This is an optimization exercise on Yosys and OpenROAD, whose aim is small area, a short achievable clock period and few clock cycles per item, not a production implementation.
RTL that was checked went through simulation tests only; none was proved equivalent to the original.

Setup of wip/tundra:
## M1
module M1 (
  input logic Clock,
  input logic Resetn,
  input logic Start,
  output logic Stop,
  output logic[17:0]   SRAM_address,
  output logic[15:0]   SRAM_write_data,
  output logic         SRAM_we_n,
  input logic[15:0]    SRAM_read_data
);
Settings: LEC_CHECK=0, CAP_MARGIN=20, CORE_MARGIN=2, CORE_UTILIZATION=70, SLEW_MARGIN=20; clock period 24.0 ns.
standard.sh (not shown) runs the stock make flow with config.mk's settings and CLKGATE_MAP_FILE= SYNTH_SCRIPT=/design/flow/synth_recipe.tcl, a recipe that flattens the netlist after the stock synthesis.
==> flow/flow/run.sh <==
#!/bin/bash
# Standard synthesis and layout, with faster port buffers (buf_4) and the
# extra ORFS settings listed in flow/make.env (one NAME=value per line).
# Logs go to this folder.
set -uo pipefail
here=$(pwd)
args=()
while IFS= read -r line; do [ -n "$line" ] && args+=("$line"); done < flow/make.env
bash standard.sh synth > "$here/synth.log" 2>&1 || exit 1
bash standard.sh finish "BUFFER_PORTS_ARGS=-buffer_cell sky130_fd_sc_hd__buf_4" \
  "${args[@]}" > "$here/layout.log" 2>&1 || exit 1
==> flow/flow/make.env <==
CTS_CLUSTER_SIZE=25
CTS_CLUSTER_DIAMETER=100
Testbench counts of wip/tundra, summed over its fixed seeds: cycles 768,120, images 4.
diff inputs: wip/tundra => wip/zinc
- swapping 70 for 40 in CORE_UTILIZATION
Findings:
- Between wip/tundra and wip/zinc, the cell count went up.
- Sort wip/tundra and wip/zinc by sequential fraction of total cell area, descending, and wip/tundra comes first.
- wip/zinc vs. wip/tundra: critical path required time now sits at about the same level, final period demand of the worst path shows an increase of 0.020 ns.
- Source of the critical timing path = SRAM_write_data[9]$_DFFE_PN_: wip/tundra; source of the critical timing path = Stop$_DFFE_PN0P_: wip/zinc
- Looking only at via count of the first global-routing pass, and setting everything else aside, the higher value of wip/tundra and wip/zinc goes to wip/zinc.
- wip/zinc vs wip/tundra, end point of the critical path: Stop vs SRAM_write_data[9]
- Delay of the slowest critical-path stage essentially unchanged between wip/tundra and wip/zinc.
- Taking wip/zinc as 1.0, wip/tundra lands at 0.57 on number of tap cells added at floorplan.
### wip/zinc -> wip/harbor
- CORE_UTILIZATION now 60, was 40
==> notes.md <==
Going from wip/zinc to wip/harbor, routed wire length shrank slightly. Worst slack at placement delta for wip/harbor relative to wip/zinc: 0.51 ns lower. From wip/zinc to wip/harbor the numbers moved as follows: met1 global-route usage went up 15 points; fraction of met2 tracks used by global routing went up 11 points. wip/zinc reports its slowest cell on the critical path as sky130_fd_sc_hd__dfrtp_1 while wip/harbor reports sky130_fd_sc_hd__edfxtp_1. wip/harbor vs. wip/zinc: starting density of the core increased 20 points. Delta (wip/harbor minus wip/zinc): last weighted congestion value of the routability-driven placer up 2.0%, count of filler cells inserted in the layout down about 40%, length of routed met2 wiring down 1.5 mm. The delay of the slowest cell on the worst path was comparable across wip/harbor and wip/zinc. Comparing wip/zinc against wip/harbor, there is no change at all in post-synthesis sequential area ratio.

========
M1, a different RTL version from the one above (not shown whole).
Size in the first run: roughly 1800 cells after synthesis, roughly 320 flip-flops, about 55 I/O pins.
==> flow/config.mk <==
export PLATFORM = sky130hd
export DESIGN_NAME = M1
export DESIGN_NICKNAME = M1
export VERILOG_FILES = /design/flow/design.v
export SDC_FILE = /design/flow/constraint.sdc
export NUM_CORES = 4
export LEC_CHECK = 0
export CAP_MARGIN = 20
export CORE_MARGIN = 2
export CORE_UTILIZATION = 40
export SLEW_MARGIN = 20
==> flow/constraint.sdc <==
create_clock -name core_clock -period 24.0 [get_ports {Clock}]
set_input_delay 4.8000 -clock core_clock [delete_from_list [all_inputs] [get_ports {Clock}]]
set_output_delay 4.8000 -clock core_clock [all_outputs]
set_load 0.01 [all_outputs]
==> flow/flow/make.env <==
CTS_ARGS=-sink_clustering_enable -repair_clock_nets -sink_clustering_size 25 -sink_clustering_max_diameter 100 -branching_point_buffers_distance 2000 -distance_between_buffers 2000
Scripts as last shown in full above: flow/flow/run.sh
Testbench counts at the start, summed over its fixed seeds: cycles 768,120, images 4.
Then changed:
==> flow/flow/make.env (replaced) <==
CTS_CLUSTER_SIZE=32
CTS_CLUSTER_DIAMETER=120
The changed run completed with no timing, DRC or antenna violations.
Worst setup slack stays flat.
Via count is about the same.
Register-to-register slack is about the same.
Final area shrinks by 0.44%.
Die area does not change.
Global-route usage stays flat.
Then changed:
==> flow/flow/make.env (replaced) <==
CTS_CLUSTER_SIZE=25
CTS_CLUSTER_DIAMETER=100
After rerunning:
- The changed run passed the timing, design-rule and antenna checks
- synthesized cell count stays the same
- final area climbs by 0.44%
- flip-flop and latch count stays the same
- die area is unchanged
- sequential share of layout area drops by 0.16 points
- cell count stays flat
- worst setup slack is about the same
- fmax is about the same

========
== build 48 ==
Another version of the RTL of M1 (not shown whole).
For scale: about 2400 cells after synthesis, roughly 350 flip-flops, ~55 I/O pins.
Settings: LEC_CHECK=0, CAP_MARGIN=20, CORE_MARGIN=2, CORE_UTILIZATION=40, SLEW_MARGIN=20; clock period 24.0 ns.
==> flow/flow/run.sh <==
#!/bin/bash
# Standard synthesis and layout, with faster port buffers (buf_4) and
# clock-tree clustering settings from flow/cts.env. Logs go to this folder.
set -uo pipefail
here=$(pwd)
bash standard.sh synth > "$here/synth.log" 2>&1 || exit 1
bash standard.sh finish "BUFFER_PORTS_ARGS=-buffer_cell sky130_fd_sc_hd__buf_4" \
  $(cat flow/cts.env) > "$here/layout.log" 2>&1 || exit 1
==> flow/flow/cts.env <==

Setup changes, build 48 to build 67
==> flow/flow/cts.env <==
CTS_CLUSTER_SIZE=25 CTS_CLUSTER_DIAMETER=100
Findings:
Comparing clock-buffer cell count for build 67 and build 48, the bigger number came from build 48. Clock transition time at the flip-flop clock pins of the worst setup and hold paths, build 67 and build 48, higher one = build 67. Post-route minimum period of build 48 is on par with build 67.
Input-level comparison between build 93 and build 67:
==> flow/flow/cts.env <==
CTS_CLUSTER_SIZE=30 CTS_CLUSTER_DIAMETER=80
Notes after the runs:
- The shortest clock period the worst path allows after layout number comes out higher for build 93 vs build 67.
- Build 93 vs build 67 on worst setup slack: build 93 is the lower one.
No functional check of the RTL was part of any run of this note.

========
## nickel
Another version of the RTL of M1 (not shown whole).
Size: about 2100 cells after synthesis, roughly 350 flip-flops, ~55 I/O pins.
## M1
module M1 (
  input logic Clock,
  input logic Resetn,
  input logic Start,
  output logic Stop,
  output logic[17:0]   SRAM_address,
  output logic[15:0]   SRAM_write_data,
  output logic         SRAM_we_n,
  input logic[15:0]    SRAM_read_data
);
Settings: LEC_CHECK=0, CAP_MARGIN=20, CORE_MARGIN=2, CORE_UTILIZATION=40, SLEW_MARGIN=20; clock period 24.0 ns.
==> flow/flow/run.sh <==
#!/bin/bash
# Standard synthesis and layout, with faster port buffers (buf_4) and the
# extra ORFS settings listed in flow/make.env (one NAME=value per line).
# Logs go to this folder.
set -uo pipefail
here=$(pwd)
args=()
while IFS= read -r line; do [ -n "$line" ] && args+=("$line"); done < flow/make.env
bash standard.sh synth > "$here/synth.log" 2>&1 || exit 1
bash standard.sh finish "BUFFER_PORTS_ARGS=-buffer_cell sky130_fd_sc_hd__buf_4" \
  "${args[@]}" > "$here/layout.log" 2>&1 || exit 1
==> flow/flow/make.env <==
CTS_ARGS=-sink_clustering_enable -repair_clock_nets -sink_clustering_size 25 -sink_clustering_max_diameter 100 -balance_levels -num_static_layers 1
nickel | stages: all done | timing, DRC, antenna: all pass
Testbench counts of nickel, summed over its fixed seeds: cycles 768,124, images 4.
> inputs changed (nickel -> yarrow)
==> flow/flow/run.sh <==
#!/bin/bash
# Standard synthesis and layout, with faster port buffers (buf_4) and
# clock-tree clustering settings from flow/cts.env. Logs go to this folder.
set -uo pipefail
here=$(pwd)
bash standard.sh synth > "$here/synth.log" 2>&1 || exit 1
bash standard.sh finish "BUFFER_PORTS_ARGS=-buffer_cell sky130_fd_sc_hd__buf_4" \
  $(cat flow/cts.env) > "$here/layout.log" 2>&1 || exit 1
==> flow/flow/cts.env (new file) <==
CTS_CLUSTER_SIZE=25 CTS_CLUSTER_DIAMETER=100
removed: flow/flow/make.env
Notes after the runs:
Cmp yarrow vs nickel: minimum clock period after layout lower in yarrow
Comparing yarrow and nickel, slew at the pin closest to its max-slew limit is lower on yarrow.
Comparing nickel against yarrow, there is no change at all in compound-gate portion of the synthesized area.
From yarrow to nickel, synthesized area divided by synthesized cell count did not move at all.
Of yarrow and nickel, it is yarrow that has the higher setup slack after layout.
Between nickel and yarrow, the first-pass GRT wire length does not differ in any meaningful way.
Summary of yarrow over nickel: layout overhead on the synthesized area did not really move, hold slack up 4.0 ps.
Final period utilization essentially unchanged between yarrow and nickel.
As far as total routed wirelength is concerned, yarrow and nickel perform about the same.
For indigo, these inputs were changed with respect to yarrow:
==> flow/flow/run.sh <==
#!/bin/bash
# Standard synthesis and layout, with faster port buffers (buf_4) and the
# extra ORFS settings listed in flow/make.env (one NAME=value per line).
# Logs go to this folder.
set -uo pipefail
here=$(pwd)
args=()
while IFS= read -r line; do [ -n "$line" ] && args+=("$line"); done < flow/make.env
bash standard.sh synth > "$here/synth.log" 2>&1 || exit 1
bash standard.sh finish "BUFFER_PORTS_ARGS=-buffer_cell sky130_fd_sc_hd__buf_4" \
  "${args[@]}" > "$here/layout.log" 2>&1 || exit 1
==> flow/flow/make.env (new file) <==
CTS_ARGS=-sink_clustering_enable -repair_clock_nets -sink_clustering_size 25 -sink_clustering_max_diameter 100 -sink_clustering_levels 1
removed: flow/flow/cts.env
[summary]
Re sequential cell area fraction in the yosys report: no difference whatsoever between indigo and yarrow.
Compared yarrow against indigo; multi-input logic area within noise.
Diff indigo..yarrow | post-DP HPWL | negligible
From yarrow to indigo the numbers moved as follows: global routing usage summed across all routing layers now sits at about the same level, post-route worst setup slack now sits at about the same level.
There was hardly any difference in simple-gate portion of the synthesized area between indigo and yarrow.

static timing again, ports no longer ideal:
How much do the figures lean on ideal ports? The routed layouts below were timed once more, with nothing changed but the port constraints. Step 1, drivers: a clkbuf_16 drives Clock and a buf_2 each remaining input, both assumed. Step 2 adds t to the input delays and takes it off the output delays; t is the mean of the earliest and latest rising clock arrival at the registers after step 1. Input paths then give back, and output paths get back, about the clock's delay inside the block. a / b / c = no drivers / after step 1 / after step 2; a / b = the first two.
| run | t, ns | setup WS [ns] | hold WS [ns] | worst slew at a driven data input, ns |
|---|---|---|---|---|
| wip/tundra | 0.558 | 18.139 / 18.090 / 18.100 | 0.418 / 0.418 / 0.418 | 0.04 |
| wip/zinc | 0.574 | 18.120 / 18.069 / 18.430 | 0.412 / 0.412 / 0.412 | 0.05 |
| wip/harbor | 0.552 | 18.144 / 18.094 / 18.005 | 0.404 / 0.404 / 0.404 | 0.04 |
| the first run of note 2 | 0.574 | 18.117 / 18.067 / 18.513 | 0.419 / 0.419 / 0.419 | 0.05 |
| the second run of note 2 | 0.569 | 18.114 / 18.062 / 18.544 | 0.411 / 0.411 / 0.411 | 0.05 |
| the third run of note 2 | 0.574 | 18.117 / 18.067 / 18.513 | 0.419 / 0.419 / 0.419 | 0.05 |
| build 48 | 0.627 | 18.074 / 18.016 / 18.498 | 0.418 / 0.418 / 0.418 | 0.06 |
| build 67 | 0.607 | 18.076 / 18.019 / 18.494 | 0.423 / 0.423 / 0.423 | 0.06 |
| build 93 | 0.621 | 18.058 / 18.001 / 18.510 | 0.413 / 0.413 / 0.413 | 0.07 |
| nickel | 0.604 | 18.099 / 18.045 / 18.527 | 0.416 / 0.416 / 0.416 | 0.07 |
| yarrow | 0.599 | 18.103 / 18.049 / 18.531 | 0.420 / 0.420 / 0.420 | 0.07 |
| indigo | 0.599 | 18.103 / 18.049 / 18.531 | 0.420 / 0.420 / 0.420 | 0.07 |
After both steps setup and hold are still met in every run listed. The setup slack of wip/harbor, which loses most, moves by -0.050 ns with the drivers and by -0.139 ns with both steps.
